Context: an optimization exercise on an open-source flow, tuned for small area. The choices shown serve that exercise and are no tape-out recipe. Only simulation tests tie the RTL to the original design; equivalence was not proved. Power is estimated from default activity; no workload was simulated.

==> design.v <==
module alu(clk, rst, d1, d2, op, dout);
    input clk, rst;
    input [3:0] op;
    input [31:0] d1;
    input [31:0] d2;
    output reg [31:0] dout;
    wire is_add  = (op == 4'd0);
    wire is_sub  = (op == 4'd1);
    wire is_and  = (op == 4'd2);
    wire is_or   = (op == 4'd3);
    wire is_xor  = (op == 4'd4);
    wire is_srl  = (op == 4'd5);
    wire is_sll  = (op == 4'd6);
    wire is_slt  = (op == 4'd7);
    wire is_sra  = (op == 4'd8);
    wire is_sltu = (op == 4'd9);
    wire hold    = op[3] & (op[2] | op[1]);
    wire nr      = ~rst;
    genvar i;
    wire        sub = is_sub | is_slt | is_sltu;
    wire [31:0] bx  = d2 ^ {32{sub}};
    wire [31:0] pp  = d1 ^ bx;
    wire [31:0] gg  = d1 & bx;
    wire [32:0] pg0 = {pp, 1'b0};
    wire [32:0] gg0 = {gg, sub};
    wire G0_1 = gg0[1] | (pg0[1] & gg0[0]);
    wire P0_1 = pg0[1] & pg0[0];
    wire G0_3 = gg0[3] | (pg0[3] & gg0[2]);
    wire P0_3 = pg0[3] & pg0[2];
    wire G0_5 = gg0[5] | (pg0[5] & gg0[4]);
    wire P0_5 = pg0[5] & pg0[4];
    wire G0_7 = gg0[7] | (pg0[7] & gg0[6]);
    wire P0_7 = pg0[7] & pg0[6];
    wire G0_9 = gg0[9] | (pg0[9] & gg0[8]);
    wire P0_9 = pg0[9] & pg0[8];
    wire G0_11 = gg0[11] | (pg0[11] & gg0[10]);
    wire P0_11 = pg0[11] & pg0[10];
    wire G0_13 = gg0[13] | (pg0[13] & gg0[12]);
    wire P0_13 = pg0[13] & pg0[12];
    wire G0_15 = gg0[15] | (pg0[15] & gg0[14]);
    wire P0_15 = pg0[15] & pg0[14];
    wire G0_17 = gg0[17] | (pg0[17] & gg0[16]);
    wire P0_17 = pg0[17] & pg0[16];
    wire G0_19 = gg0[19] | (pg0[19] & gg0[18]);
    wire P0_19 = pg0[19] & pg0[18];
    wire G0_21 = gg0[21] | (pg0[21] & gg0[20]);
    wire P0_21 = pg0[21] & pg0[20];
    wire G0_23 = gg0[23] | (pg0[23] & gg0[22]);
    wire P0_23 = pg0[23] & pg0[22];
    wire G0_25 = gg0[25] | (pg0[25] & gg0[24]);
    wire P0_25 = pg0[25] & pg0[24];
    wire G0_27 = gg0[27] | (pg0[27] & gg0[26]);
    wire P0_27 = pg0[27] & pg0[26];
    wire G0_29 = gg0[29] | (pg0[29] & gg0[28]);
    wire P0_29 = pg0[29] & pg0[28];
    wire G0_31 = gg0[31] | (pg0[31] & gg0[30]);
    wire P0_31 = pg0[31] & pg0[30];
    wire G1_3 = G0_3 | (P0_3 & G0_1);
    wire P1_3 = P0_3 & P0_1;
    wire G1_7 = G0_7 | (P0_7 & G0_5);
    wire P1_7 = P0_7 & P0_5;
    wire G1_11 = G0_11 | (P0_11 & G0_9);
    wire P1_11 = P0_11 & P0_9;
    wire G1_15 = G0_15 | (P0_15 & G0_13);
    wire P1_15 = P0_15 & P0_13;
    wire G1_19 = G0_19 | (P0_19 & G0_17);
    wire P1_19 = P0_19 & P0_17;
    wire G1_23 = G0_23 | (P0_23 & G0_21);
    wire P1_23 = P0_23 & P0_21;
    wire G1_27 = G0_27 | (P0_27 & G0_25);
    wire P1_27 = P0_27 & P0_25;
    wire G1_31 = G0_31 | (P0_31 & G0_29);
    wire P1_31 = P0_31 & P0_29;
    wire G2_7 = G1_7 | (P1_7 & G1_3);
    wire P2_7 = P1_7 & P1_3;
    wire G2_15 = G1_15 | (P1_15 & G1_11);
    wire P2_15 = P1_15 & P1_11;
    wire G2_23 = G1_23 | (P1_23 & G1_19);
    wire P2_23 = P1_23 & P1_19;
    wire G2_31 = G1_31 | (P1_31 & G1_27);
    wire P2_31 = P1_31 & P1_27;
    wire G3_15 = G2_15 | (P2_15 & G2_7);
    wire P3_15 = P2_15 & P2_7;
    wire G3_31 = G2_31 | (P2_31 & G2_23);
    wire P3_31 = P2_31 & P2_23;
    wire G4_31 = G3_31 | (P3_31 & G3_15);
    wire P4_31 = P3_31 & P3_15;
    wire G6_23 = G2_23 | (P2_23 & G3_15);
    wire P6_23 = P2_23 & P3_15;
    wire G7_11 = G1_11 | (P1_11 & G2_7);
    wire P7_11 = P1_11 & P2_7;
    wire G7_19 = G1_19 | (P1_19 & G3_15);
    wire P7_19 = P1_19 & P3_15;
    wire G7_27 = G1_27 | (P1_27 & G6_23);
    wire P7_27 = P1_27 & P6_23;
    wire G8_5 = G0_5 | (P0_5 & G1_3);
    wire P8_5 = P0_5 & P1_3;
    wire G8_9 = G0_9 | (P0_9 & G2_7);
    wire P8_9 = P0_9 & P2_7;
    wire G8_13 = G0_13 | (P0_13 & G7_11);
    wire P8_13 = P0_13 & P7_11;
    wire G8_17 = G0_17 | (P0_17 & G3_15);
    wire P8_17 = P0_17 & P3_15;
    wire G8_21 = G0_21 | (P0_21 & G7_19);
    wire P8_21 = P0_21 & P7_19;
    wire G8_25 = G0_25 | (P0_25 & G6_23);
    wire P8_25 = P0_25 & P6_23;
    wire G8_29 = G0_29 | (P0_29 & G7_27);
    wire P8_29 = P0_29 & P7_27;
    wire G9_2 = gg0[2] | (pg0[2] & G0_1);
    wire P9_2 = pg0[2] & P0_1;
    wire G9_4 = gg0[4] | (pg0[4] & G1_3);
    wire P9_4 = pg0[4] & P1_3;
    wire G9_6 = gg0[6] | (pg0[6] & G8_5);
    wire P9_6 = pg0[6] & P8_5;
    wire G9_8 = gg0[8] | (pg0[8] & G2_7);
    wire P9_8 = pg0[8] & P2_7;
    wire G9_10 = gg0[10] | (pg0[10] & G8_9);
    wire P9_10 = pg0[10] & P8_9;
    wire G9_12 = gg0[12] | (pg0[12] & G7_11);
    wire P9_12 = pg0[12] & P7_11;
    wire G9_14 = gg0[14] | (pg0[14] & G8_13);
    wire P9_14 = pg0[14] & P8_13;
    wire G9_16 = gg0[16] | (pg0[16] & G3_15);
    wire P9_16 = pg0[16] & P3_15;
    wire G9_18 = gg0[18] | (pg0[18] & G8_17);
    wire P9_18 = pg0[18] & P8_17;
    wire G9_20 = gg0[20] | (pg0[20] & G7_19);
    wire P9_20 = pg0[20] & P7_19;
    wire G9_22 = gg0[22] | (pg0[22] & G8_21);
    wire P9_22 = pg0[22] & P8_21;
    wire G9_24 = gg0[24] | (pg0[24] & G6_23);
    wire P9_24 = pg0[24] & P6_23;
    wire G9_26 = gg0[26] | (pg0[26] & G8_25);
    wire P9_26 = pg0[26] & P8_25;
    wire G9_28 = gg0[28] | (pg0[28] & G7_27);
    wire P9_28 = pg0[28] & P7_27;
    wire G9_30 = gg0[30] | (pg0[30] & G8_29);
    wire P9_30 = pg0[30] & P8_29;
    wire G9_32 = gg0[32] | (pg0[32] & G4_31);
    wire P9_32 = pg0[32] & P4_31;
    wire [32:0] cy;
    assign cy[0] = gg0[0];
    assign cy[1] = G0_1;
    assign cy[2] = G9_2;
    assign cy[3] = G1_3;
    assign cy[4] = G9_4;
    assign cy[5] = G8_5;
    assign cy[6] = G9_6;
    assign cy[7] = G2_7;
    assign cy[8] = G9_8;
    assign cy[9] = G8_9;
    assign cy[10] = G9_10;
    assign cy[11] = G7_11;
    assign cy[12] = G9_12;
    assign cy[13] = G8_13;
    assign cy[14] = G9_14;
    assign cy[15] = G3_15;
    assign cy[16] = G9_16;
    assign cy[17] = G8_17;
    assign cy[18] = G9_18;
    assign cy[19] = G7_19;
    assign cy[20] = G9_20;
    assign cy[21] = G8_21;
    assign cy[22] = G9_22;
    assign cy[23] = G6_23;
    assign cy[24] = G9_24;
    assign cy[25] = G8_25;
    assign cy[26] = G9_26;
    assign cy[27] = G7_27;
    assign cy[28] = G9_28;
    assign cy[29] = G8_29;
    assign cy[30] = G9_30;
    assign cy[31] = G4_31;
    assign cy[32] = G9_32;
    wire        ltu = ~cy[32];
    wire        lt  = ltu ^ d1[31] ^ d2[31];
    wire        use_cy = is_add | is_sub;
    wire [31:0] sum = pp ^ (cy[31:0] & {32{use_cy}});
    wire        big  = |d2[31:5];
    wire        sh_l = is_sll;
    wire        sh_r = is_srl | is_sra;
    wire        sh_on = sh_l | sh_r;
    wire        fill = is_sra & d1[31];
    wire [31:0] t0;
    assign t0[0] = ~((sh_l & d1[31]) | (sh_r & d1[0]));
    assign t0[1] = ~((sh_l & d1[30]) | (sh_r & d1[1]));
    assign t0[2] = ~((sh_l & d1[29]) | (sh_r & d1[2]));
    assign t0[3] = ~((sh_l & d1[28]) | (sh_r & d1[3]));
    assign t0[4] = ~((sh_l & d1[27]) | (sh_r & d1[4]));
    assign t0[5] = ~((sh_l & d1[26]) | (sh_r & d1[5]));
    assign t0[6] = ~((sh_l & d1[25]) | (sh_r & d1[6]));
    assign t0[7] = ~((sh_l & d1[24]) | (sh_r & d1[7]));
    assign t0[8] = ~((sh_l & d1[23]) | (sh_r & d1[8]));
    assign t0[9] = ~((sh_l & d1[22]) | (sh_r & d1[9]));
    assign t0[10] = ~((sh_l & d1[21]) | (sh_r & d1[10]));
    assign t0[11] = ~((sh_l & d1[20]) | (sh_r & d1[11]));
    assign t0[12] = ~((sh_l & d1[19]) | (sh_r & d1[12]));
    assign t0[13] = ~((sh_l & d1[18]) | (sh_r & d1[13]));
    assign t0[14] = ~((sh_l & d1[17]) | (sh_r & d1[14]));
    assign t0[15] = ~((sh_l & d1[16]) | (sh_r & d1[15]));
    assign t0[16] = ~((sh_l & d1[15]) | (sh_r & d1[16]));
    assign t0[17] = ~((sh_l & d1[14]) | (sh_r & d1[17]));
    assign t0[18] = ~((sh_l & d1[13]) | (sh_r & d1[18]));
    assign t0[19] = ~((sh_l & d1[12]) | (sh_r & d1[19]));
    assign t0[20] = ~((sh_l & d1[11]) | (sh_r & d1[20]));
    assign t0[21] = ~((sh_l & d1[10]) | (sh_r & d1[21]));
    assign t0[22] = ~((sh_l & d1[9]) | (sh_r & d1[22]));
    assign t0[23] = ~((sh_l & d1[8]) | (sh_r & d1[23]));
    assign t0[24] = ~((sh_l & d1[7]) | (sh_r & d1[24]));
    assign t0[25] = ~((sh_l & d1[6]) | (sh_r & d1[25]));
    assign t0[26] = ~((sh_l & d1[5]) | (sh_r & d1[26]));
    assign t0[27] = ~((sh_l & d1[4]) | (sh_r & d1[27]));
    assign t0[28] = ~((sh_l & d1[3]) | (sh_r & d1[28]));
    assign t0[29] = ~((sh_l & d1[2]) | (sh_r & d1[29]));
    assign t0[30] = ~((sh_l & d1[1]) | (sh_r & d1[30]));
    assign t0[31] = ~((sh_l & d1[0]) | (sh_r & d1[31]));
    wire m0 = sh_on & d2[0];
    wire n0 = sh_on & ~d2[0];
    wire [31:0] t1;
    assign t1[0] = ~((m0 & t0[1]) | (n0 & t0[0]));
    assign t1[1] = ~((m0 & t0[2]) | (n0 & t0[1]));
    assign t1[2] = ~((m0 & t0[3]) | (n0 & t0[2]));
    assign t1[3] = ~((m0 & t0[4]) | (n0 & t0[3]));
    assign t1[4] = ~((m0 & t0[5]) | (n0 & t0[4]));
    assign t1[5] = ~((m0 & t0[6]) | (n0 & t0[5]));
    assign t1[6] = ~((m0 & t0[7]) | (n0 & t0[6]));
    assign t1[7] = ~((m0 & t0[8]) | (n0 & t0[7]));
    assign t1[8] = ~((m0 & t0[9]) | (n0 & t0[8]));
    assign t1[9] = ~((m0 & t0[10]) | (n0 & t0[9]));
    assign t1[10] = ~((m0 & t0[11]) | (n0 & t0[10]));
    assign t1[11] = ~((m0 & t0[12]) | (n0 & t0[11]));
    assign t1[12] = ~((m0 & t0[13]) | (n0 & t0[12]));
    assign t1[13] = ~((m0 & t0[14]) | (n0 & t0[13]));
    assign t1[14] = ~((m0 & t0[15]) | (n0 & t0[14]));
    assign t1[15] = ~((m0 & t0[16]) | (n0 & t0[15]));
    assign t1[16] = ~((m0 & t0[17]) | (n0 & t0[16]));
    assign t1[17] = ~((m0 & t0[18]) | (n0 & t0[17]));
    assign t1[18] = ~((m0 & t0[19]) | (n0 & t0[18]));
    assign t1[19] = ~((m0 & t0[20]) | (n0 & t0[19]));
    assign t1[20] = ~((m0 & t0[21]) | (n0 & t0[20]));
    assign t1[21] = ~((m0 & t0[22]) | (n0 & t0[21]));
    assign t1[22] = ~((m0 & t0[23]) | (n0 & t0[22]));
    assign t1[23] = ~((m0 & t0[24]) | (n0 & t0[23]));
    assign t1[24] = ~((m0 & t0[25]) | (n0 & t0[24]));
    assign t1[25] = ~((m0 & t0[26]) | (n0 & t0[25]));
    assign t1[26] = ~((m0 & t0[27]) | (n0 & t0[26]));
    assign t1[27] = ~((m0 & t0[28]) | (n0 & t0[27]));
    assign t1[28] = ~((m0 & t0[29]) | (n0 & t0[28]));
    assign t1[29] = ~((m0 & t0[30]) | (n0 & t0[29]));
    assign t1[30] = ~((m0 & t0[31]) | (n0 & t0[30]));
    assign t1[31] = ~((m0 & ~fill) | (n0 & t0[31]));
    wire m1 = sh_on & d2[1];
    wire n1 = sh_on & ~d2[1];
    wire [31:0] t2;
    assign t2[0] = ~((m1 & t1[2]) | (n1 & t1[0]));
    assign t2[1] = ~((m1 & t1[3]) | (n1 & t1[1]));
    assign t2[2] = ~((m1 & t1[4]) | (n1 & t1[2]));
    assign t2[3] = ~((m1 & t1[5]) | (n1 & t1[3]));
    assign t2[4] = ~((m1 & t1[6]) | (n1 & t1[4]));
    assign t2[5] = ~((m1 & t1[7]) | (n1 & t1[5]));
    assign t2[6] = ~((m1 & t1[8]) | (n1 & t1[6]));
    assign t2[7] = ~((m1 & t1[9]) | (n1 & t1[7]));
    assign t2[8] = ~((m1 & t1[10]) | (n1 & t1[8]));
    assign t2[9] = ~((m1 & t1[11]) | (n1 & t1[9]));
    assign t2[10] = ~((m1 & t1[12]) | (n1 & t1[10]));
    assign t2[11] = ~((m1 & t1[13]) | (n1 & t1[11]));
    assign t2[12] = ~((m1 & t1[14]) | (n1 & t1[12]));
    assign t2[13] = ~((m1 & t1[15]) | (n1 & t1[13]));
    assign t2[14] = ~((m1 & t1[16]) | (n1 & t1[14]));
    assign t2[15] = ~((m1 & t1[17]) | (n1 & t1[15]));
    assign t2[16] = ~((m1 & t1[18]) | (n1 & t1[16]));
    assign t2[17] = ~((m1 & t1[19]) | (n1 & t1[17]));
    assign t2[18] = ~((m1 & t1[20]) | (n1 & t1[18]));
    assign t2[19] = ~((m1 & t1[21]) | (n1 & t1[19]));
    assign t2[20] = ~((m1 & t1[22]) | (n1 & t1[20]));
    assign t2[21] = ~((m1 & t1[23]) | (n1 & t1[21]));
    assign t2[22] = ~((m1 & t1[24]) | (n1 & t1[22]));
    assign t2[23] = ~((m1 & t1[25]) | (n1 & t1[23]));
    assign t2[24] = ~((m1 & t1[26]) | (n1 & t1[24]));
    assign t2[25] = ~((m1 & t1[27]) | (n1 & t1[25]));
    assign t2[26] = ~((m1 & t1[28]) | (n1 & t1[26]));
    assign t2[27] = ~((m1 & t1[29]) | (n1 & t1[27]));
    assign t2[28] = ~((m1 & t1[30]) | (n1 & t1[28]));
    assign t2[29] = ~((m1 & t1[31]) | (n1 & t1[29]));
    assign t2[30] = ~((m1 & fill) | (n1 & t1[30]));
    assign t2[31] = ~((m1 & fill) | (n1 & t1[31]));
    wire m2 = sh_on & d2[2];
    wire n2 = sh_on & ~d2[2];
    wire [31:0] t3;
    assign t3[0] = ~((m2 & t2[4]) | (n2 & t2[0]));
    assign t3[1] = ~((m2 & t2[5]) | (n2 & t2[1]));
    assign t3[2] = ~((m2 & t2[6]) | (n2 & t2[2]));
    assign t3[3] = ~((m2 & t2[7]) | (n2 & t2[3]));
    assign t3[4] = ~((m2 & t2[8]) | (n2 & t2[4]));
    assign t3[5] = ~((m2 & t2[9]) | (n2 & t2[5]));
    assign t3[6] = ~((m2 & t2[10]) | (n2 & t2[6]));
    assign t3[7] = ~((m2 & t2[11]) | (n2 & t2[7]));
    assign t3[8] = ~((m2 & t2[12]) | (n2 & t2[8]));
    assign t3[9] = ~((m2 & t2[13]) | (n2 & t2[9]));
    assign t3[10] = ~((m2 & t2[14]) | (n2 & t2[10]));
    assign t3[11] = ~((m2 & t2[15]) | (n2 & t2[11]));
    assign t3[12] = ~((m2 & t2[16]) | (n2 & t2[12]));
    assign t3[13] = ~((m2 & t2[17]) | (n2 & t2[13]));
    assign t3[14] = ~((m2 & t2[18]) | (n2 & t2[14]));
    assign t3[15] = ~((m2 & t2[19]) | (n2 & t2[15]));
    assign t3[16] = ~((m2 & t2[20]) | (n2 & t2[16]));
    assign t3[17] = ~((m2 & t2[21]) | (n2 & t2[17]));
    assign t3[18] = ~((m2 & t2[22]) | (n2 & t2[18]));
    assign t3[19] = ~((m2 & t2[23]) | (n2 & t2[19]));
    assign t3[20] = ~((m2 & t2[24]) | (n2 & t2[20]));
    assign t3[21] = ~((m2 & t2[25]) | (n2 & t2[21]));
    assign t3[22] = ~((m2 & t2[26]) | (n2 & t2[22]));
    assign t3[23] = ~((m2 & t2[27]) | (n2 & t2[23]));
    assign t3[24] = ~((m2 & t2[28]) | (n2 & t2[24]));
    assign t3[25] = ~((m2 & t2[29]) | (n2 & t2[25]));
    assign t3[26] = ~((m2 & t2[30]) | (n2 & t2[26]));
    assign t3[27] = ~((m2 & t2[31]) | (n2 & t2[27]));
    assign t3[28] = ~((m2 & ~fill) | (n2 & t2[28]));
    assign t3[29] = ~((m2 & ~fill) | (n2 & t2[29]));
    assign t3[30] = ~((m2 & ~fill) | (n2 & t2[30]));
    assign t3[31] = ~((m2 & ~fill) | (n2 & t2[31]));
    wire m3 = sh_on & d2[3];
    wire n3 = sh_on & ~d2[3];
    wire [31:0] t4;
    assign t4[0] = ~((m3 & t3[8]) | (n3 & t3[0]));
    assign t4[1] = ~((m3 & t3[9]) | (n3 & t3[1]));
    assign t4[2] = ~((m3 & t3[10]) | (n3 & t3[2]));
    assign t4[3] = ~((m3 & t3[11]) | (n3 & t3[3]));
    assign t4[4] = ~((m3 & t3[12]) | (n3 & t3[4]));
    assign t4[5] = ~((m3 & t3[13]) | (n3 & t3[5]));
    assign t4[6] = ~((m3 & t3[14]) | (n3 & t3[6]));
    assign t4[7] = ~((m3 & t3[15]) | (n3 & t3[7]));
    assign t4[8] = ~((m3 & t3[16]) | (n3 & t3[8]));
    assign t4[9] = ~((m3 & t3[17]) | (n3 & t3[9]));
    assign t4[10] = ~((m3 & t3[18]) | (n3 & t3[10]));
    assign t4[11] = ~((m3 & t3[19]) | (n3 & t3[11]));
    assign t4[12] = ~((m3 & t3[20]) | (n3 & t3[12]));
    assign t4[13] = ~((m3 & t3[21]) | (n3 & t3[13]));
    assign t4[14] = ~((m3 & t3[22]) | (n3 & t3[14]));
    assign t4[15] = ~((m3 & t3[23]) | (n3 & t3[15]));
    assign t4[16] = ~((m3 & t3[24]) | (n3 & t3[16]));
    assign t4[17] = ~((m3 & t3[25]) | (n3 & t3[17]));
    assign t4[18] = ~((m3 & t3[26]) | (n3 & t3[18]));
    assign t4[19] = ~((m3 & t3[27]) | (n3 & t3[19]));
    assign t4[20] = ~((m3 & t3[28]) | (n3 & t3[20]));
    assign t4[21] = ~((m3 & t3[29]) | (n3 & t3[21]));
    assign t4[22] = ~((m3 & t3[30]) | (n3 & t3[22]));
    assign t4[23] = ~((m3 & t3[31]) | (n3 & t3[23]));
    assign t4[24] = ~((m3 & fill) | (n3 & t3[24]));
    assign t4[25] = ~((m3 & fill) | (n3 & t3[25]));
    assign t4[26] = ~((m3 & fill) | (n3 & t3[26]));
    assign t4[27] = ~((m3 & fill) | (n3 & t3[27]));
    assign t4[28] = ~((m3 & fill) | (n3 & t3[28]));
    assign t4[29] = ~((m3 & fill) | (n3 & t3[29]));
    assign t4[30] = ~((m3 & fill) | (n3 & t3[30]));
    assign t4[31] = ~((m3 & fill) | (n3 & t3[31]));
    wire m4 = sh_on & d2[4];
    wire n4 = sh_on & ~d2[4];
    wire [31:0] t5;
    assign t5[0] = ~((m4 & t4[16]) | (n4 & t4[0]));
    assign t5[1] = ~((m4 & t4[17]) | (n4 & t4[1]));
    assign t5[2] = ~((m4 & t4[18]) | (n4 & t4[2]));
    assign t5[3] = ~((m4 & t4[19]) | (n4 & t4[3]));
    assign t5[4] = ~((m4 & t4[20]) | (n4 & t4[4]));
    assign t5[5] = ~((m4 & t4[21]) | (n4 & t4[5]));
    assign t5[6] = ~((m4 & t4[22]) | (n4 & t4[6]));
    assign t5[7] = ~((m4 & t4[23]) | (n4 & t4[7]));
    assign t5[8] = ~((m4 & t4[24]) | (n4 & t4[8]));
    assign t5[9] = ~((m4 & t4[25]) | (n4 & t4[9]));
    assign t5[10] = ~((m4 & t4[26]) | (n4 & t4[10]));
    assign t5[11] = ~((m4 & t4[27]) | (n4 & t4[11]));
    assign t5[12] = ~((m4 & t4[28]) | (n4 & t4[12]));
    assign t5[13] = ~((m4 & t4[29]) | (n4 & t4[13]));
    assign t5[14] = ~((m4 & t4[30]) | (n4 & t4[14]));
    assign t5[15] = ~((m4 & t4[31]) | (n4 & t4[15]));
    assign t5[16] = ~((m4 & ~fill) | (n4 & t4[16]));
    assign t5[17] = ~((m4 & ~fill) | (n4 & t4[17]));
    assign t5[18] = ~((m4 & ~fill) | (n4 & t4[18]));
    assign t5[19] = ~((m4 & ~fill) | (n4 & t4[19]));
    assign t5[20] = ~((m4 & ~fill) | (n4 & t4[20]));
    assign t5[21] = ~((m4 & ~fill) | (n4 & t4[21]));
    assign t5[22] = ~((m4 & ~fill) | (n4 & t4[22]));
    assign t5[23] = ~((m4 & ~fill) | (n4 & t4[23]));
    assign t5[24] = ~((m4 & ~fill) | (n4 & t4[24]));
    assign t5[25] = ~((m4 & ~fill) | (n4 & t4[25]));
    assign t5[26] = ~((m4 & ~fill) | (n4 & t4[26]));
    assign t5[27] = ~((m4 & ~fill) | (n4 & t4[27]));
    assign t5[28] = ~((m4 & ~fill) | (n4 & t4[28]));
    assign t5[29] = ~((m4 & ~fill) | (n4 & t4[29]));
    assign t5[30] = ~((m4 & ~fill) | (n4 & t4[30]));
    assign t5[31] = ~((m4 & ~fill) | (n4 & t4[31]));
    wire [31:0] y = t5;
    wire e_r = nr & sh_r & ~big;
    wire e_l = nr & sh_l & ~big;
    wire [31:0] shres;
    generate for (i = 0; i < 32; i = i + 1) begin : g_sh
        assign shres[i] = (e_r & y[i]) | (e_l & y[31 - i]);
    end endgenerate
    wire e_h   = nr & hold;
    wire e_lt  = nr & ((is_slt & lt) | (is_sltu & ltu));
    wire e_sum = nr & (is_add | is_sub | is_xor | is_or);
    wire e_g   = nr & (is_and | is_or);
    wire [31:0] nxt = ({32{e_sum}} & sum) | ({32{e_g}} & gg) | shres
                    | ({32{e_h}} & dout) | {31'd0, e_lt};
    always @(posedge clk)
        dout <= nxt;
endmodule
==> flow/run.sh <==
#!/bin/bash
# Own layout flow: the standard ORFS flow, with
#  - ORFS's synthesis run unchanged except that ABC maps with an area script
#    (flow/abc_area.script) in place of the delay-oriented one;
#  - ports buffered with sky130_fd_sc_hd__buf_1.
# Each tool's output goes to the ORFS logs under orfs/logs; make's to flow.log.
set -euo pipefail
W=$PWD
export AREA_ABC_SCRIPT=$W/flow/abc_area.script
{ head -n 1 synth_recipe.tcl; echo "source $W/flow/abc_hook.tcl"; tail -n +2 synth_recipe.tcl; } > synth_area.tcl
EXTRA=()
if [[ -f flow/make_args.txt ]]; then mapfile -t EXTRA < flow/make_args.txt; fi
bash standard.sh SYNTH_SCRIPT=$W/synth_area.tcl "${EXTRA[@]}" finish > flow.log 2>&1
==> flow/abc_area.script <==
&get -n
&st
&dch
&nf -R 1000
&put
topo
stime -c
buffer -c
upsize -c
dnsize -c
==> flow/abc_hook.tcl <==
# Run ABC with an area-oriented script instead of ORFS's delay-oriented one.
# Everything else in ORFS's synthesis is left as it is.
proc abc {args} {
  set i [lsearch -exact $args -script]
  if { $i >= 0 } {
    set args [lreplace $args [expr {$i + 1}] [expr {$i + 1}] $::env(AREA_ABC_SCRIPT)]
  }
  set j [lsearch -exact $args -D]
  if { $j >= 0 } {
    set args [lreplace $args $j [expr {$j + 1}]]
  }
  yosys abc {*}$args
}
==> flow/make_args.txt <==
BUFFER_PORTS_ARGS=-buffer_cell sky130_fd_sc_hd__buf_1
CTS_ARGS=-sink_clustering_enable -repair_clock_nets -dont_use_dummy_load -buf_list sky130_fd_sc_hd__clkbuf_8
RECOVER_POWER=100
==> standard.sh <==
#!/bin/bash
# synth_recipe.tcl (not shown) runs the flow's synth.tcl, then flattens the netlist and writes it again
# the make line also repeats each setting of config.mk as NAME=value (left out here)
make -C /OpenROAD-flow-scripts/flow DESIGN_CONFIG=/design/flow/config.mk WORK_HOME=/design/flow/orfs CLKGATE_MAP_FILE= SYNTH_SCRIPT=/design/flow/synth_recipe.tcl "${@:-finish}"
==> config.mk <==
export PLATFORM = sky130hd
export DESIGN_NAME = alu
export DESIGN_NICKNAME = alu
export VERILOG_FILES = /design/flow/design.v
export SDC_FILE = /design/flow/constraint.sdc
export NUM_CORES = 4
export LEC_CHECK = 0
export CAP_MARGIN = 20
export CORE_MARGIN = 2
export CORE_UTILIZATION = 40
export SLEW_MARGIN = 20
==> constraint.sdc <==
create_clock -name core_clock -period 5.0 [get_ports {clk}]
set_input_delay 1.0000 -clock core_clock [delete_from_list [all_inputs] [get_ports {clk}]]
set_output_delay 1.0000 -clock core_clock [all_outputs]
set_load 0.01 [all_outputs]
==> results.sh, run 1 <==
export IMPL_hold_slack_ns=0.452
export IMPL_largest_reg_flops=32
export IMPL_cts_buffers=5
export IMPL_slew_limit_headroom_pct=48.3
export IMPL_maxCapViolCount=0
export IMPL_crit_start="op[2]"
export IMPL_core_rowCount=40
export IMPL_dr_pass1_iters=5
export IMPL_worst_setup_path_type="input port to flop"
export IMPL_tns_ns=0
export IMPL_worst_ep_required_time_ns=5.15
export IMPL_clockBufferDepth=2
export IMPL_clock_sink_count=32
export IMPL_grt_usage_pct=29.7
export IMPL_grt_max_degree=36
export IMPL_ys_warn_count=1
export IMPL_post_synth_cell_area_avg_um2=6.92
export IMPL_drt_iter0_markers=704
export IMPL_finalHoldViolations=0
export IMPL_fin_cells=922
export IMPL_ios=102
export IMPL_vias_per_cell=6.54
export IMPL_finalSetupViolations=0
export IMPL_wl_um=19800
export IMPL_hold_path_class="flop to flop"
export IMPL_fin_crit_sh_pct=95.8
export IMPL_synth_cells=695
export IMPL_hold_start="dout[29]"
export IMPL_ys_types=50
export IMPL_cellLeakagePower_nw=2.03
export IMPL_slew_viol_final=0
export IMPL_critPathMaxFanout=6
export IMPL_synth_seq_cells=32
export IMPL_end_kind="flop"
export IMPL_fin_ws_ns=0.209
export IMPL_largest_registers="dout: 32 flops"
export IMPL_wl_per_cell_um=21.5
export IMPL_initial_core_util_pct=40.5
export IMPL_die_x_um=114
export IMPL_cts_root_buf="clkbuf_8"
export IMPL_ys_seq_area_share_pct=13.3
export IMPL_worst_slew_pin_slew_ns=0.774
export IMPL_clk_pin_slew_ns=0.06
export IMPL_status="complete, no violations"
export IMPL_fin_area_um2=5510
export IMPL_worstPathArrival_ns=4.94
export IMPL_syn_to_final_growth_pct=14.6
export IMPL_place_hpwl_um=16100
export IMPL_place_area_um2=5430
export IMPL_post_route_drc_count=0
export IMPL_crit_path_start_kind="input port"
export IMPL_powerDensity_nw_per_um2=192
export IMPL_antenna_found_initial=0
export IMPL_grt_pass1_vias=5388
export IMPL_multi_input_comb_area_um2=3970
export IMPL_port_buffers=101
export IMPL_nets=879
export IMPL_htreeDepth=2
export IMPL_die_h_um=114
export IMPL_grt_pass1_wl_um=29800
export IMPL_syn_area_um2=4810
export IMPL_cts_tree="done"
export IMPL_final_seq_area_um2=641
export IMPL_period_minus_slack_ns=4.79
export IMPL_drive_above_1_share_pct=6.97
export IMPL_fillers=1234
export IMPL_max_freq_mhz=209
export IMPL_synth_nets=797
export IMPL_die_area_um2=12900
export IMPL_clock_latency_ns=0.27
export IMPL_largest_register="dout"
export IMPL_dp_slack_ns=-0.0136
export IMPL_dp_cells=915
export IMPL_irDropWorstVdd_mv=0.133
export IMPL_vias=6026
export IMPL_clock_skew_ns=0
export IMPL_r2r_start="dout[0]"
export IMPL_coreArea_um2=11900
export IMPL_antenna_cells=0
export IMPL_drtAntennaViolNets=0
export IMPL_finalWeightedCongestion=1.01
export IMPL_overflow=0
==> path summary, 6_finish.rpt <==
path	to	slack [ns]	cells after the start
worst max-delay path	dout[0]	0.21	22
worst min-delay path	dout[29]	0.45	2
worst max register to register	dout[0]	4.30	2
worst min register to register	dout[29]	0.45	2
==> critical path, stage by stage <==
cell       delay (ns)
buf_1            0.15
nor2b_2          0.23
nand3_1          0.13
a21boi_4         0.19
buf_4            0.18
xnor2_1          0.13
ha_1             0.34
a21oi_1          0.19
nor2_1           0.09
a2111oi_4        0.40
nor3_1           0.11
or3_4            0.41
a211oi_4         0.22
o31ai_1          0.15
a21oi_2          0.16
nand2b_1         0.11
and2b_1          0.15
xnor2_1          0.13
xor2_1           0.16
nor2_1           0.05
a41oi_1          0.17
o21ai_1          0.08
==> synthesized netlist by cell type (all sizes together) <==
master   number  area (um^2)
a22o         31          272
nor3          5         25.0
or2           1         6.26
nor4b         1         8.76
mux2i         1         22.5
a2111oi       2         36.3
o21ai        12         60.1
a21oi        71          359
nor4          7         43.8
ha           32          400
and3          6         37.5
nand4         3         18.8
a21o          1         7.51
a21boi        2         15.0
nor2b         4         25.0
o32a          1         10.0
xnor2        49          429
and2b         1         7.51
a221o         1         10.0
a31oi         2         12.5
a31o          1         8.76
o22ai       102          638
nand2b        6         37.5
a221oi        3         26.3
xor2         11         96.3
inv           7         26.3
and2          4         25.0
a41oi         1         8.76
nor3b         3         22.5
o31ai         1         7.51
o22a          5         43.8
buf           9         38.8
nand3        37          190
o32ai         2         17.5
nor2         58          220
a22oi        67          503
a211oi        4         35.0
clkbuf       51          191
or3           1         11.3
dfxtp        32          641
nand2        57          214
==> layer usage <==
layer	routed length, um	up-vias	share of wire, %	global-route usage [%]
met2	9420	302	48	51.4
met5	0	-	0	0
li1	-	2854	-	-
met3	1510	43	7.6	3.19
met4	604	0	3.0	8.94
met1	8280	2827	42	39.0
==> power by group <==
group / internal, W / switching (W) / total [W] / leakage (nW)
combinational: 0.000228 / 0.000356 / 0.000585 / 1.73
sequential: 0.000277 / 0.0000135 / 0.000290 / 0.262
clock: 0.0000897 / 0.0000943 / 0.000184 / 0.0359
==> repair_timing <==
action | in CTS | in global routing
buffers inserted | 0 | 2
hold buffers | 0 | 0
gates resized for setup | 0 | 2
endpoints found under the setup margin | 0 | 1
==> per-stage QoR <==
step	utilization, %	power [W]
2_1_floorplan	-	0.000679
3_3_place_gp	45.7	0.000852
3_5_place_dp	45.7	0.000859
4_1_cts	46.3	0.00104
5_1_grt	46.5	0.00112
6_report	46.5	0.00106
==> layout make-up <==
class	count	area share, %
multi-input cells	596	71.9
well taps	147	3.34
flip-flops and latches	32	11.6
inverters	7	0.477
clock buffers	5	1.25
repair buffers	135	11.4
==> cell usage in the layout (no fill, tap or decap), drive strengths merged, types with 5 or more instances in the layout <==
cell	n
a21oi	71
a22o	31
a22oi	67
and3	6
buf	133
clkbuf	7
dfxtp	32
ha	32
inv	7
nand2	57
nand2b	6
nand3	37
nor2	58
nor3	5
nor4	7
o21ai	12
o22a	5
o22ai	102
xnor2	49
xor2	11
==> kinds of logic after synthesis <==
logic type / share of synthesized area (%)
DFF: 13.3
xor gates and xnor gates: 10.9
and+or+nand+nor: 18.6
buffers and inverters: 5.33
muxes: 0.468
AOI/OAI and AO/OA: 43.1
adders and majority gates: 8.32
==> run 2: changes to the inputs <==
==> flow/abc_area.script (replaced) <==
&get -n
&st
&synch2
&nf -R 1000 -p
&put
topo
stime -c
buffer -c
upsize -c
dnsize -c
==> results.sh, run 2 <==
export IMPL_largest_register="dout"
export IMPL_rrSetupSlack_ns=3.87
export IMPL_period_minus_slack_ns=4.55
export IMPL_coreArea_um2=11500
export IMPL_largest_reg_flops=32
export IMPL_yosysMostFrequentCell="o22ai_1"
export IMPL_max_freq_mhz=220
export IMPL_maxCapViolCount=0
export IMPL_ys_warn_count=1
export IMPL_fin_ws_ns=0.450
export IMPL_fin_cells=874
export IMPL_final_cell_mix="102 x o22ai_1, 101 x buf_1, 65 x nand2_1"
export IMPL_end_kind="flop"
export IMPL_die_h_um=113
export IMPL_grt_pass1_vias=5357
export IMPL_status="complete, no violations"
export IMPL_finalWeightedCongestion=1.01
export IMPL_worst_slew_pin_slew_ns=0.929
export IMPL_post_route_drc_count=0
export IMPL_grt_usage_pct=30.8
export IMPL_port_buffers=101
export IMPL_rsz0062_at_grt="false"
export IMPL_hold_slack_ns=0.506
export IMPL_ys_seq_area_share_pct=13.5
export IMPL_synth_edf_count=0
export IMPL_clockBufferDepth=2
export IMPL_ios=102
export IMPL_cts_hold_buf=0
export IMPL_synth_nets=765
export IMPL_cellLeakagePower_nw=1.92
export IMPL_postCtsSetupRepairBufs=0
export IMPL_cts_root_buf="clkbuf_8"
export IMPL_synth_seq_cells=32
export IMPL_synthArstFlopShare_pct=0
export IMPL_ys_types=56
export IMPL_slew_limit_headroom_pct=38.1
export IMPL_grt_max_degree=36
export IMPL_layout_commonest_cell="o22ai_1"
export IMPL_worstPathArrival_ns=4.70
export IMPL_nets=835
export IMPL_syn_area_um2=4740
export IMPL_syn_to_final_growth_pct=12.3
export IMPL_irDropWorstVdd_mv=0.170
export IMPL_synth_cells=663
export IMPL_worst_ep_required_time_ns=5.15
export IMPL_die_area_um2=12700
export IMPL_drt_iter0_markers=908
export IMPL_htreeDepth=2
export IMPL_yosys_top_cells_count="102 x o22ai_1, 65 x nand2_1, 51 x o21ai_0, 50 x xnor2_1, 49 x nor2_1"
export IMPL_place_hpwl_um=15800
export IMPL_yosysTopAreaCellShare_pct=13.5
export IMPL_cts_buffers=5
export IMPL_tns_ns=0
export IMPL_clock_sink_count=32
export IMPL_drive_above_1_share_pct=6.16
export IMPL_clock_skew_ns=0
export IMPL_yosys_most_used_dff="dfxtp_1"
export IMPL_overflow=0
export IMPL_cts_tree="done"
export IMPL_synth_top_area_cell="dfxtp_1"
export IMPL_cts_resized=0
export IMPL_dp_cells=869
export IMPL_largest_registers="dout: 32 flops"
export IMPL_dr_pass1_iters=9
export IMPL_antenna_cells=0
export IMPL_yosys_top_cells_area="dfxtp_1 14%, o22ai_1 13%, xnor2_1 9.2%, ha_1 8.4%, a222oi_1 5.5%"
export IMPL_worst_setup_path_type="input port to flop"
export IMPL_clk_pin_slew_ns=0.07
export IMPL_fillers=1217
export IMPL_slew_viol_final=0
export IMPL_critPathMaxFanout=13
export IMPL_dp_slack_ns=0.180
export IMPL_wl_per_cell_um=23.4
export IMPL_core_rowCount=39
export IMPL_clock_latency_ns=0.29
export IMPL_vias=6027
export IMPL_vias_per_cell=6.90
export IMPL_wl_um=20400
export IMPL_antenna_found_initial=0
export IMPL_grt_pass1_wl_um=30800
export IMPL_die_x_um=113
export IMPL_crit_path_start_kind="input port"
export IMPL_powerDensity_nw_per_um2=200
export IMPL_drtAntennaViolNets=0
export IMPL_post_synth_cell_area_avg_um2=7.16
export IMPL_initial_core_util_pct=41.2
export IMPL_finalHoldViolations=0
export IMPL_fin_crit_sh_pct=91.0
export IMPL_finalSetupViolations=0
export IMPL_hold_path_class="flop to flop"
[run 2: changes by cell type in the layout (fill, tap and decap cells not counted), moves of 13 or more]
cell and delta:
nand3_1 -25, a21oi_1 -35, a22oi_1 -58, a222oi_1 +26, o221ai_1 +13, o211ai_1 +15
o21ai_0 +42
[run 2: kinds of logic (layout without fill, tap and decap cells)]
| family | Yosys count | in the layout | share of synthesized area (%) |
|---|---|---|---|
| AO/OA/AOI/OAI | 310 | 310 | 45.0 |
| AND/OR/NAND/NOR | 159 | 159 | 15.3 |
| XOR/XNOR | 66 | 66 | 12.2 |
| buffers and inverters | 62 | 130 | 5.14 |
| adder cells (fa/ha/maj) | 32 | 32 | 8.44 |
| flip-flops | 32 | 32 | 13.5 |
| multiplexers | 2 | 2 | 0.422 |
[run 2: power by group]
| group | internal, W | total (W) | switching [W] |
|---|---|---|---|
| combinational | 0.000217 | 0.000581 | 0.000365 |
| sequential | 0.000276 | 0.000290 | 0.0000132 |
| clock | 0.0000899 | 0.000194 | 0.000104 |
[run 2: final timing paths]
path	startpoint	end	cells after the start
max	op[2]	dout[0]	22
min	dout[20]	dout[20]	2
max reg2reg	dout[0]	dout[0]	3
min reg2reg	dout[20]	dout[20]	2
[run 2: worst max-delay path, cell delays in order]
cell and delay (ns):
buf_1 0.11, nor2b_4 0.18, nand2_2 0.09, o21ai_2 0.07
nand2_2 0.27, buf_4 0.28, xnor2_1 0.13, ha_1 0.33
nand2_1 0.08, o21ai_0 0.20, a21oi_2 0.09, nor2b_2 0.18
a221o_1 0.22, and4b_1 0.22, nand2_1 0.07, nand2_2 0.14
a21oi_4 0.09, o31ai_2 0.33, a21oi_2 0.11, and4b_1 0.19
a41oi_1 0.17, o221ai_1 0.14
[run 2: per-layer routing]
layer / up-vias / wire length (um) / global-route usage (%)
li1: 2762 / - / -
met1: 2812 / 8580 / 43.5
met2: 415 / 9140 / 49.4
met3: 38 / 2320 / 4.71
met4: 0 / 389 / 7.40
met5: - / 0 / 0
[run 2: cell type report]
type | instances | area (um^2) | share of cell area, %
repair buffers | 123 | 544 | 10.2
inverters | 2 | 7.51 | 0.141
clock buffers | 5 | 68.8 | 1.29
multi-input cells | 569 | 3890 | 73.0
well taps | 143 | 179 | 3.36
flip-flops and latches | 32 | 641 | 12.0
[run 2: per-stage QoR]
stage               util (%)  total power [W]  instance area [um^2]
finish                  46.3          0.00106                  5330
global route            46.3          0.00112                  5330
CTS                     46.3          0.00105                  5330
detailed placement      45.7         0.000855                  5260
global placement        45.6         0.000846                  5250
floorplan                  -         0.000685                  4740
==> run 3: changes to the inputs <==
--- a/flow/run.sh
+++ b/flow/run.sh
@@ -1,7 +1,11 @@
 #!/bin/bash
-# Own layout flow: the standard ORFS flow, with
+# Own layout flow: the standard ORFS flow (standard.sh), with
 #  - ORFS's synthesis run unchanged except that ABC maps with an area script
-#    (flow/abc_area.script) in place of the delay-oriented one;
-#  - ports buffered with sky130_fd_sc_hd__buf_1.
-# Each tool's output goes to the ORFS logs under orfs/logs; make's to flow.log.
+#    (flow/abc_area.script, hooked in by flow/abc_hook.tcl) in place of the
+#    delay-oriented one;
+#  - the extra make settings in flow/make_args.txt (one per line): ports
+#    buffered with sky130_fd_sc_hd__buf_1, clock tree built from clkbuf_8
+#    without dummy loads, and ORFS's power recovery (gate downsizing) after
+#    global routing.
+# The tools' logs are ORFS's own, under orfs/logs; make's output is flow.log.
 set -euo pipefail
==> flow/abc_area.script (replaced) <==
&get -n
&st
&dch
&nf -R 1000
&put
topo
stime -c
buffer -c
upsize -c
dnsize -c
==> results.sh, run 3 <==
export IMPL_status="complete, no violations"
export IMPL_crit_family="compound AO/OA/AOI/OAI gates"
export IMPL_post_route_drc_count=0
export IMPL_drive_above_1_share_pct=6.97
export IMPL_irDropWorstVdd_mv=0.133
export IMPL_largest_reg_flops=32
export IMPL_p_switching_w=0.000464
export IMPL_finalHoldViolations=0
export IMPL_wl_um=19800
export IMPL_fin_ws_ns=0.209
export IMPL_final_cell_mix="102 x o22ai_1, 101 x buf_1, 70 x a21oi_1"
export IMPL_period_minus_slack_ns=4.79
export IMPL_synth_nets=797
export IMPL_drtAntennaViolNets=0
export IMPL_r2r_start="dout[0]"
export IMPL_cpPeakStageDelay_ns=0.41
export IMPL_ios=102
export IMPL_die_h_um=114
export IMPL_rr_worst_depth=2
export IMPL_synth_edf_count=0
export IMPL_ys_warn_count=1
export IMPL_end_kind="flop"
export IMPL_finalWeightedCongestion=1.01
export IMPL_worst_path_buf_inv=2
export IMPL_top_layer_used="met4"
export IMPL_clock_power_share_pct=17.4
export IMPL_largest_registers="dout: 32 flops"
export IMPL_r2r_end="dout[0]"
export IMPL_clock_latency_ns=0.27
export IMPL_finalSetupViolations=0
export IMPL_sw_frac_of_total_pct=43.8
export IMPL_cp_slowest_cell="or3_4"
export IMPL_fin_crit_sh_pct=95.8
export IMPL_maxCapViolCount=0
export IMPL_hold_start="dout[29]"
export IMPL_syn_to_final_growth_pct=14.6
export IMPL_syn_area_um2=4810
export IMPL_dp_cells=915
export IMPL_grt_pass1_wl_um=29800
export IMPL_grt_pass1_vias=5388
export IMPL_yosys_top_cells_area="dfxtp_1 13%, o22ai_1 13%, a22oi_1 10%, xnor2_1 8.9%, ha_1 8.3%"
export IMPL_worst_ep_required_time_ns=5.15
export IMPL_slew_limit_headroom_pct=48.3
export IMPL_p_comb_share_pct=55.2
export IMPL_htreeDepth=2
export IMPL_antenna_found_initial=0
export IMPL_fin_cells=922
export IMPL_nets=879
export IMPL_core_rowCount=40
export IMPL_fin_area_um2=5510
export IMPL_cts_root_buf="clkbuf_8"
export IMPL_cts_buffers=5
export IMPL_worst_setup_path_type="input port to flop"
export IMPL_worstPathArrival_ns=4.94
export IMPL_wl_met2_um=9420
export IMPL_dr_pass1_iters=5
export IMPL_cts_tree="done"
export IMPL_whs_endpoint="dout[29]"
export IMPL_clockBufferDepth=2
export IMPL_overflow=0
export IMPL_die_x_um=114
export IMPL_post_synth_cell_area_avg_um2=6.92
export IMPL_initial_core_util_pct=40.5
export IMPL_coreArea_um2=11900
export IMPL_wl_per_cell_um=21.5
export IMPL_cts_hold_buf=0
export IMPL_vias=6026
export IMPL_ys_seq_area_share_pct=13.3
export IMPL_die_area_um2=12900
export IMPL_wl_met3_um=1510
export IMPL_vias_per_cell=6.54
export IMPL_powerDensity_nw_per_um2=192
export IMPL_dp_slack_ns=-0.0136
export IMPL_cellLeakagePower_nw=2.03
export IMPL_p_seq_share_pct=27.4
export IMPL_antenna_cells=0
export IMPL_yosysTopAreaCellShare_pct=13.3
export IMPL_synth_cells=695
export IMPL_clk_pin_slew_ns=0.06
export IMPL_max_freq_mhz=209
export IMPL_clock_skew_ns=0
export IMPL_drt_iter0_markers=704
export IMPL_place_hpwl_um=16100
export IMPL_largest_register="dout"
export IMPL_yosys_top_cells_count="102 x o22ai_1, 70 x a21oi_1, 67 x a22oi_1, 57 x nand2_1, 57 x nor2_1"
export IMPL_synth_seq_cells=32
export IMPL_critPathMaxFanout=6
export IMPL_synthArstFlopShare_pct=0
export IMPL_path_cells="buf_1 > nor2b_2 > nand3_1 > a21boi_4 > buf_4 > xnor2_1 > ha_1 > a21oi_1 > nor2_1 > a2111oi_4 > nor3_1 > or3_4 > a211oi_4 > o31ai_1 > a21oi_2 > nand2b_1 > and2b_1 > xnor2_1 > xor2_1 > nor2_1 > a41oi_1 > o21ai_1"
export IMPL_grt_usage_pct=29.7
export IMPL_synth_top_area_cell="dfxtp_1"
export IMPL_rrSetupSlack_ns=4.30
export IMPL_hold_path_class="flop to flop"
export IMPL_ys_types=50
export IMPL_hold_depth=2
export IMPL_yosys_most_used_dff="dfxtp_1"
export IMPL_worst_slew_pin_slew_ns=0.774
export IMPL_slew_viol_final=0
export IMPL_yosysMostFrequentCell="o22ai_1"
export IMPL_wl_met1_um=8280
export IMPL_port_buffers=101
export IMPL_clock_sink_count=32
export IMPL_crit_path_start_kind="input port"
export IMPL_place_area_um2=5430
export IMPL_internal_power_w=0.000595
export IMPL_grt_max_degree=36
export IMPL_layout_commonest_cell="o22ai_1"
## run 3: worst register-to-register path, delay by kind of cell (launching register included)
| family | cells | cell delay [ns] |
|---|---|---|
| flops | 1 | 0.35 |
| compound gates | 2 | 0.22 |
## run 3: repair_timing
action                                  in CTS  in global routing
endpoints found under the setup margin       0                  1
buffers inserted                             0                  2
resized for setup                            0                  2
## run 3: logic make-up after synthesis
kind of cell | Yosys count | synth area share [%]
muxes | 1 | 0.468
AOI/OAI and AO/OA | 309 | 43.1
and+or+nand+nor | 194 | 18.6
xor gates and xnor gates | 60 | 10.9
DFF | 32 | 13.3
buffers and inverters | 67 | 5.33
adders and majority gates | 32 | 8.32
## run 3: power by group through the flow
stage	logic (W)	clock network [W]	registers, W
3_3_place_gp	0.000557	0	0.000295
5_1_grt	0.000635	0.000192	0.000291
4_1_cts	0.000566	0.000184	0.000290
3_5_place_dp	0.000564	0	0.000296
2_1_floorplan	0.000377	0	0.000302
6_report	0.000585	0.000184	0.000290
## run 3: final cells by class
type / instances / area, um^2
Timing Repair Buffer: 135 / 627
Sequential cell: 32 / 641
Clock buffer: 5 / 68.8
Multi-Input combinational cell: 596 / 3970
Tap cell: 147 / 184
Fill cell: 1234 / 6350
Inverter: 7 / 26.3
## run 3: worst max-delay path by stage
stage,end,depth (start not counted),start,slack [ns]
6_report,dout[0],22,op[2],0.21
5_1_grt,dout[0],22,op[2],-0.08
2_1_floorplan,dout[0],24,op[0],0.04
3_5_place_dp,dout[0],24,op[2],-0.01
4_1_cts,dout[0],24,op[2],0.26
3_3_place_gp,dout[0],22,op[2],0.08
## run 3: per-layer routing
layer  track usage (%)  vias to the layer above
li1                  -                     2854
met1              39.0                     2827
met2              51.4                      302
met3              3.19                       43
met4              8.94                        0
met5                 0                        -
## run 3: stage by stage
stage          util, %  TNS [ns]  hold WS, ns  power [W]
2_1_floorplan        -         0        0.482   0.000679
3_3_place_gp      45.7         0        0.439   0.000852
3_5_place_dp      45.7   -0.0136        0.441   0.000859
4_1_cts           46.3         0        0.455    0.00104
5_1_grt           46.5   -0.0750        0.480    0.00112
6_report          46.5         0        0.452    0.00106
==> run 4: changes to the inputs <==
==> flow/abc_area.script (replaced) <==
&get -n
&st
&synch2
&nf -R 1000 -p
&put
topo
stime -c
buffer -c
upsize -c
dnsize -c
--- a/config.mk
+++ b/config.mk
@@ -10,2 +10,4 @@
 export CORE_UTILIZATION = 40
+export GPL_TIMING_DRIVEN = 0
+export SETUP_SLACK_MARGIN = 0.05
 export SLEW_MARGIN = 20
==> results.sh, run 4 <==
export IMPL_cts_hold_buf=0
export IMPL_cts_buffers=5
export IMPL_cts_resized=8
export IMPL_worst_slew_pin_slew_ns=1.05
export IMPL_grt_pass1_vias=6047
export IMPL_yosysMostFrequentCell="o22ai_1"
export IMPL_drt_iter0_markers=952
export IMPL_synth_cells=663
export IMPL_p_switching_w=0.000503
export IMPL_period_minus_slack_ns=4.79
export IMPL_path_cells="buf_4 > nor2b_4 > nand2_2 > nor2_1 > or2_1 > buf_2 > nand2_1 > clkbuf_1 > o21ai_0 > mux2i_1 > o22ai_1 > o21ai_0 > o21ai_0 > o21ai_0 > a21oi_1 > o21ai_0"
export IMPL_coreArea_um2=11500
export IMPL_synth_edf_count=0
export IMPL_place_hpwl_um=19300
export IMPL_ios=102
export IMPL_hold_slack_ns=0.520
export IMPL_cellLeakagePower_nw=1.92
export IMPL_status="complete, no violations"
export IMPL_clock_sink_count=32
export IMPL_rrSetupSlack_ns=3.84
export IMPL_port_buffers=95
export IMPL_worst_path_stages=16
export IMPL_layout_commonest_cell="buf_1"
export IMPL_drive_above_1_share_pct=4.05
export IMPL_die_x_um=113
export IMPL_finalSetupViolations=0
export IMPL_hold_path_class="flop to flop"
export IMPL_grt_pass1_wl_um=35900
export IMPL_cts_tree="done"
export IMPL_power_w=0.00109
export IMPL_grt_usage_pct=37.1
export IMPL_r2r_end="dout[0]"
export IMPL_crit_path_start_kind="input port"
export IMPL_largest_registers="dout: 32 flops"
export IMPL_finalWeightedCongestion=1.09
export IMPL_wl_per_cell_um=26.2
export IMPL_tns_ns=0
export IMPL_worst_path_buf_inv=3
export IMPL_sw_frac_of_total_pct=46.3
export IMPL_synth_nets=765
export IMPL_critPathMaxFanout=10
export IMPL_drtAntennaViolNets=0
export IMPL_crit_start="op[2]"
export IMPL_internal_power_w=0.000583
export IMPL_post_route_drc_count=0
export IMPL_clock_skew_ns=0
export IMPL_ys_warn_count=1
export IMPL_overflow=0
export IMPL_crit_end="dout[26]"
export IMPL_fin_ws_ns=0.212
export IMPL_largest_reg_flops=32
export IMPL_syn_area_um2=4740
export IMPL_cts_root_buf="clkbuf_8"
export IMPL_clock_power_share_pct=18.0
export IMPL_final_cell_mix="103 x buf_1, 102 x o22ai_1, 65 x nand2_1"
export IMPL_post_synth_cell_area_avg_um2=7.16
export IMPL_ys_seq_area_share_pct=13.5
export IMPL_die_area_um2=12700
export IMPL_maxCapViolCount=0
export IMPL_worst_setup_path_type="input port to flop"
export IMPL_irDropWorstVdd_mv=0.133
export IMPL_dp_slack_ns=-0.579
export IMPL_fin_crit_sh_pct=95.8
export IMPL_powerDensity_nw_per_um2=201
export IMPL_vias=6314
export IMPL_cpPeakStageDelay_ns=0.54
export IMPL_clock_latency_ns=0.30
export IMPL_wl_um=23800
export IMPL_dr_pass1_iters=6
export IMPL_max_freq_mhz=209
export IMPL_yosys_top_cells_area="dfxtp_1 14%, o22ai_1 13%, xnor2_1 9.2%, ha_1 8.4%, a222oi_1 5.5%"
export IMPL_r2r_start="dout[0]"
export IMPL_crit_path_frequent_cell="o21ai_0"
export IMPL_rsz0062_at_grt="false"
export IMPL_end_kind="flop"
export IMPL_yosys_top_cells_count="102 x o22ai_1, 65 x nand2_1, 51 x o21ai_0, 50 x xnor2_1, 49 x nor2_1"
export IMPL_clk_pin_slew_ns=0.07
export IMPL_synth_top_area_cell="dfxtp_1"
export IMPL_crit_family="compound AO/OA/AOI/OAI gates"
export IMPL_grt_max_degree=11
export IMPL_htreeDepth=2
export IMPL_ys_types=56
export IMPL_antenna_found_initial=0
export IMPL_postCtsSetupRepairBufs=0
export IMPL_syn_to_final_growth_pct=13.8
export IMPL_antenna_cells=0
export IMPL_slew_limit_headroom_pct=30.1
export IMPL_rr_worst_depth=3
export IMPL_slew_viol_final=0
export IMPL_core_rowCount=39
export IMPL_p_comb_share_pct=55.4
export IMPL_nets=869
export IMPL_largest_register="dout"
export IMPL_finalHoldViolations=0
export IMPL_yosysTopAreaCellShare_pct=13.5
export IMPL_worstPathArrival_ns=4.95
export IMPL_clockBufferDepth=2
export IMPL_vias_per_cell=6.95
export IMPL_initial_core_util_pct=41.2
export IMPL_cp_slowest_cell="o21ai_0"
export IMPL_yosys_most_used_dff="dfxtp_1"
export IMPL_p_seq_share_pct=26.6
export IMPL_synthArstFlopShare_pct=0
export IMPL_synth_seq_cells=32
export IMPL_worst_ep_required_time_ns=5.16
export IMPL_die_h_um=113
==> run 4: changes by cell type after synthesis, sizes merged, moves of 15 or more <==
cell    change
a222oi     +26
a21oi      -32
a22oi      -58
o211ai     +15
o21ai      +42
nand3      -26
==> run 4: logic make-up (layout without fill, tap and decap cells) <==
| family | Yosys count | after routing | share of synthesized area [%] |
|---|---|---|---|
| mux | 2 | 2 | 0.422 |
| xor+xnor | 66 | 66 | 12.2 |
| flops | 32 | 32 | 13.5 |
| compound gates | 310 | 310 | 45.0 |
| buf+inv | 62 | 164 | 5.14 |
| simple gates | 159 | 159 | 15.3 |
| fa+ha+maj | 32 | 32 | 8.44 |
==> run 4: worst reg2reg max path: stages, from the launching register on <==
cell	delay, ns
dfxtp_1	0.31
a222oi_1	0.34
a21boi_0	0.22
o221ai_1	0.14
==> run 4: how the worst min path moves through the flow <==
| stage | cells after the start | end | from |
|---|---|---|---|
| floorplan | 2 | dout[11] | dout[11] |
| CTS | 2 | dout[20] | dout[20] |
| detailed placement | 2 | dout[23] | dout[23] |
| global route | 2 | dout[23] | dout[23] |
| finish | 2 | dout[20] | dout[20] |
| global placement | 2 | dout[11] | dout[11] |
==> run 4: metrics by stage <==
step | utilization, % | area (um^2) | cells
floorplan | - | 4740 | 663
global placement | 45.8 | 5280 | 901
detailed placement | 46.1 | 5310 | 903
CTS | 46.7 | 5380 | 908
global route | 46.9 | 5400 | 908
finish | 46.9 | 5400 | 908
==> run 4: area by class of cell <==
cell class / instances / area, um^2
Multi-Input combinational cell: 569 / 3890
Buffer: 60 / 248
Sequential cell: 32 / 641
Fill cell: 1227 / 6120
Timing Repair Buffer: 97 / 369
Inverter: 2 / 7.51
Tap cell: 143 / 179
Clock buffer: 5 / 68.8
==> run 4: per-layer routing <==
layer  routed length [um]  vias to the layer above  GRT usage [%]  part of all wire, %
li1                     -                     2836              -                    -
met1                 9410                     3001           47.6                   40
met3                 2240                       79           5.73                  9.4
met2                10900                      398           60.6                   46
met4                 1270                        0           18.8                  5.3
met5                    0                        -              0                    0
==> run 4: power groups by stage <==
stage	clock network [W]	logic (W)	registers [W]
2_1_floorplan	0	0.000383	0.000302
3_3_place_gp	0	0.000570	0.000294
3_5_place_dp	0	0.000574	0.000294
4_1_cts	0.000195	0.000578	0.000289
5_1_grt	0.000204	0.000648	0.000291
6_report	0.000195	0.000602	0.000289
==> run 5: changes to the inputs <==
--- a/config.mk
+++ b/config.mk
@@ -10,4 +10,2 @@
 export CORE_UTILIZATION = 40
-export GPL_TIMING_DRIVEN = 0
-export SETUP_SLACK_MARGIN = 0.05
 export SLEW_MARGIN = 20
==> results.sh, run 5 <==
export IMPL_status="complete, no violations"
export IMPL_period_minus_slack_ns=4.55
export IMPL_grt_max_degree=36
export IMPL_post_route_util_pct=46.3
export IMPL_ios=102
export IMPL_coreArea_um2=11500
export IMPL_final_cell_mix="102 x o22ai_1, 101 x buf_1, 65 x nand2_1"
export IMPL_worstPathArrival_ns=4.70
export IMPL_max_freq_mhz=220
export IMPL_synthXorXnorAreaFrac_pct=12.2
export IMPL_crit_family="simple AND/OR/NAND/NOR gates"
export IMPL_maxCapViolCount=0
export IMPL_fin_crit_sh_pct=91.0
export IMPL_wl_um=20400
export IMPL_cellLeakagePower_nw=1.92
export IMPL_synth_top_area_cell="dfxtp_1"
export IMPL_dr_pass1_iters=9
export IMPL_worst_ep_required_time_ns=5.15
export IMPL_ys_warn_count=1
export IMPL_slew_limit_headroom_pct=38.1
export IMPL_cts_buffers=5
export IMPL_largest_reg_flops=32
export IMPL_cts_root_buf="clkbuf_8"
export IMPL_hold_path_class="flop to flop"
export IMPL_syn_area_um2=4740
export IMPL_overflow=0
export IMPL_slew_viol_final=0
export IMPL_synth_edf_count=0
export IMPL_yosys_top_cells_count="102 x o22ai_1, 65 x nand2_1, 51 x o21ai_0, 50 x xnor2_1, 49 x nor2_1"
export IMPL_antenna_found_initial=0
export IMPL_multi_input_comb_area_um2=3890
export IMPL_powerDensity_nw_per_um2=200
export IMPL_port_buffers=101
export IMPL_cts_hold_buf=0
export IMPL_worst_path_buf_inv=2
export IMPL_vias_per_cell=6.90
export IMPL_path_cells="buf_1 > nor2b_4 > nand2_2 > o21ai_2 > nand2_2 > buf_4 > xnor2_1 > ha_1 > nand2_1 > o21ai_0 > a21oi_2 > nor2b_2 > a221o_1 > and4b_1 > nand2_1 > nand2_2 > a21oi_4 > o31ai_2 > a21oi_2 > and4b_1 > a41oi_1 > o221ai_1"
export IMPL_synth_top_family_by_area="compound AO/OA/AOI/OAI gates"
export IMPL_synthArstFlopShare_pct=0
export IMPL_critPathMaxFanout=13
export IMPL_clockBufferDepth=2
export IMPL_htreeDepth=2
export IMPL_die_h_um=113
export IMPL_yosys_most_used_dff="dfxtp_1"
export IMPL_nets=835
export IMPL_clock_latency_ns=0.29
export IMPL_antenna_cells=0
export IMPL_worst_setup_path_type="input port to flop"
export IMPL_synth_seq_cells=32
export IMPL_fillers=1217
export IMPL_vias=6027
export IMPL_synthAdderAreaFrac_pct=8.44
export IMPL_crit_path_frequent_cell="nand2_2"
export IMPL_yosysMostFrequentCell="o22ai_1"
export IMPL_synth_mux_area_share_pct=0.422
export IMPL_clk_pin_slew_ns=0.07
export IMPL_post_synth_cell_area_avg_um2=7.16
export IMPL_place_hpwl_um=15800
export IMPL_initial_core_util_pct=41.2
export IMPL_drt_iter0_markers=908
export IMPL_wl_per_cell_um=23.4
export IMPL_clock_skew_ns=0
export IMPL_synth_compound_area_share_pct=45.0
export IMPL_tns_ns=0
export IMPL_post_route_drc_count=0
export IMPL_synth_nets=765
export IMPL_end_kind="flop"
export IMPL_final_seq_area_um2=641
export IMPL_synth_cells=663
export IMPL_finalWeightedCongestion=1.01
export IMPL_die_x_um=113
export IMPL_crit_path_start_kind="input port"
export IMPL_layout_commonest_cell="o22ai_1"
export IMPL_rsz0062_at_grt="false"
export IMPL_worst_slew_pin_slew_ns=0.929
export IMPL_die_area_um2=12700
export IMPL_drive_above_1_share_pct=6.16
export IMPL_finalHoldViolations=0
export IMPL_cpPeakStageDelay_ns=0.33
export IMPL_yosys_top_cells_area="dfxtp_1 14%, o22ai_1 13%, xnor2_1 9.2%, ha_1 8.4%, a222oi_1 5.5%"
export IMPL_largest_register="dout"
export IMPL_finalSetupViolations=0
export IMPL_grt_pass1_vias=5357
export IMPL_cp_slowest_cell="ha_1"
export IMPL_ys_seq_area_share_pct=13.5
export IMPL_clock_sink_count=32
export IMPL_yosys_area_share_simple_pct=15.3
export IMPL_irDropWorstVdd_mv=0.170
export IMPL_ys_types=56
export IMPL_grt_pass1_wl_um=30800
export IMPL_postCtsSetupRepairBufs=0
export IMPL_largest_registers="dout: 32 flops"
export IMPL_drtAntennaViolNets=0
export IMPL_syn_to_final_growth_pct=12.3
export IMPL_cts_tree="done"
export IMPL_grt_usage_pct=30.8
export IMPL_yosysTopAreaCellShare_pct=13.5
export IMPL_core_rowCount=39
export IMPL_cts_resized=0
## run 5: cell counts after synthesis
No cell type changed its count.
## run 5: layer usage
| metal | part of all wire, % | vias to the layer above | track usage, % |
|---|---|---|---|
| li1 | - | 2762 | - |
| met1 | 42 | 2812 | 43.5 |
| met2 | 45 | 415 | 49.4 |
| met3 | 11 | 38 | 4.71 |
| met4 | 1.9 | 0 | 7.40 |
| met5 | 0 | - | 0 |
## run 5: cells by family (layout without fill, tap and decap cells)
family / count (synthesis) / count (layout)
and+or+nand+nor: 159 / 159
xor gates and xnor gates: 66 / 66
DFF: 32 / 32
muxes: 2 / 2
AOI/OAI and AO/OA: 310 / 310
adders and majority gates: 32 / 32
buffers and inverters: 62 / 130
## run 5: final timing paths
kind                               start       end  slack, ns  cells after the start
worst min-delay path            dout[20]  dout[20]       0.51                      2
worst min register to register  dout[20]  dout[20]       0.51                      2
worst max-delay path               op[2]   dout[0]       0.45                     22
worst max register to register   dout[0]   dout[0]       3.87                      3
## run 5: cell type report
cell class                      count  share of cell area [%]
Multi-Input combinational cell    569                    73.0
Sequential cell                    32                    12.0
Timing Repair Buffer              123                    10.2
Tap cell                          143                    3.36
Clock buffer                        5                    1.29
Inverter                            2                   0.141
## run 5: tightest hold or removal path, cell delays in order, from the launching register on
cell	delay (ns)
dfxtp_1	0.33
a222oi_1	0.09
nand2_1	0.06
## run 5: metrics by stage
| stage | cell area [um^2] | worst slack (ns) | total power [W] | hold WS (ns) | std cells |
|---|---|---|---|---|---|
| after global placement | 5250 | 0.242 | 0.000846 | 0.488 | 869 |
| after global routing | 5330 | 0.0922 | 0.00112 | 0.552 | 874 |
| final | 5330 | 0.450 | 0.00106 | 0.506 | 874 |
| after detailed placement | 5260 | 0.180 | 0.000855 | 0.494 | 869 |
| after CTS | 5330 | 0.477 | 0.00105 | 0.513 | 874 |
| after floorplan | 4740 | 0.435 | 0.000685 | 0.538 | 663 |
## run 5: where the power goes
group	total, W	switching (W)	leakage, nW	internal [W]
Combinational	0.000581	0.000365	1.62	0.000217
Clock	0.000194	0.000104	0.0359	0.0000899
Sequential	0.000290	0.0000132	0.262	0.000276
Total	0.00106	0.000482	1.92	0.000583

[separate check: timing with driven ports]
The flow's constraints put no driver on any port. The routed layouts listed below were extracted and timed again, unchanged, in two steps.
Step 1 sets driving cells, clkbuf_16 on the clock port and buf_2 on the other inputs (assumed; they add their load-dependent delay and slew).
Step 2 moves the port delays by t, midway between the first and last clock arrival at a register: inputs arrive t later, outputs are due t later. That takes back most of the time a late clock gives input paths.
Three values: no drivers, after step 1, after step 2; two values: the first two.
| run | t (ns) | setup WS [ns] | worst setup path after step 2 | clock arrival spread, ns |
|---|---|---|---|---|
| run 1 | 0.311 | 0.209 / 0.216 / -0.095 | input to register | 0.017 / 0.017 |
| run 2 | 0.323 | 0.450 / 0.461 / 0.138 | input to register | 0.008 / 0.007 |
| run 3 | 0.311 | 0.209 / 0.216 / -0.095 | input to register | 0.017 / 0.017 |
| run 4 | 0.332 | 0.212 / 0.216 / -0.115 | input to register | 0.007 / 0.007 |
| run 5 | 0.323 | 0.450 / 0.461 / 0.138 | input to register | 0.008 / 0.007 |
With both steps, setup timing fails in run 1, run 3 and run 4, where it was met with ideal ports. The setup slack of run 4, which loses most, moves by +0.004 ns with the drivers and by -0.327 ns with both steps.
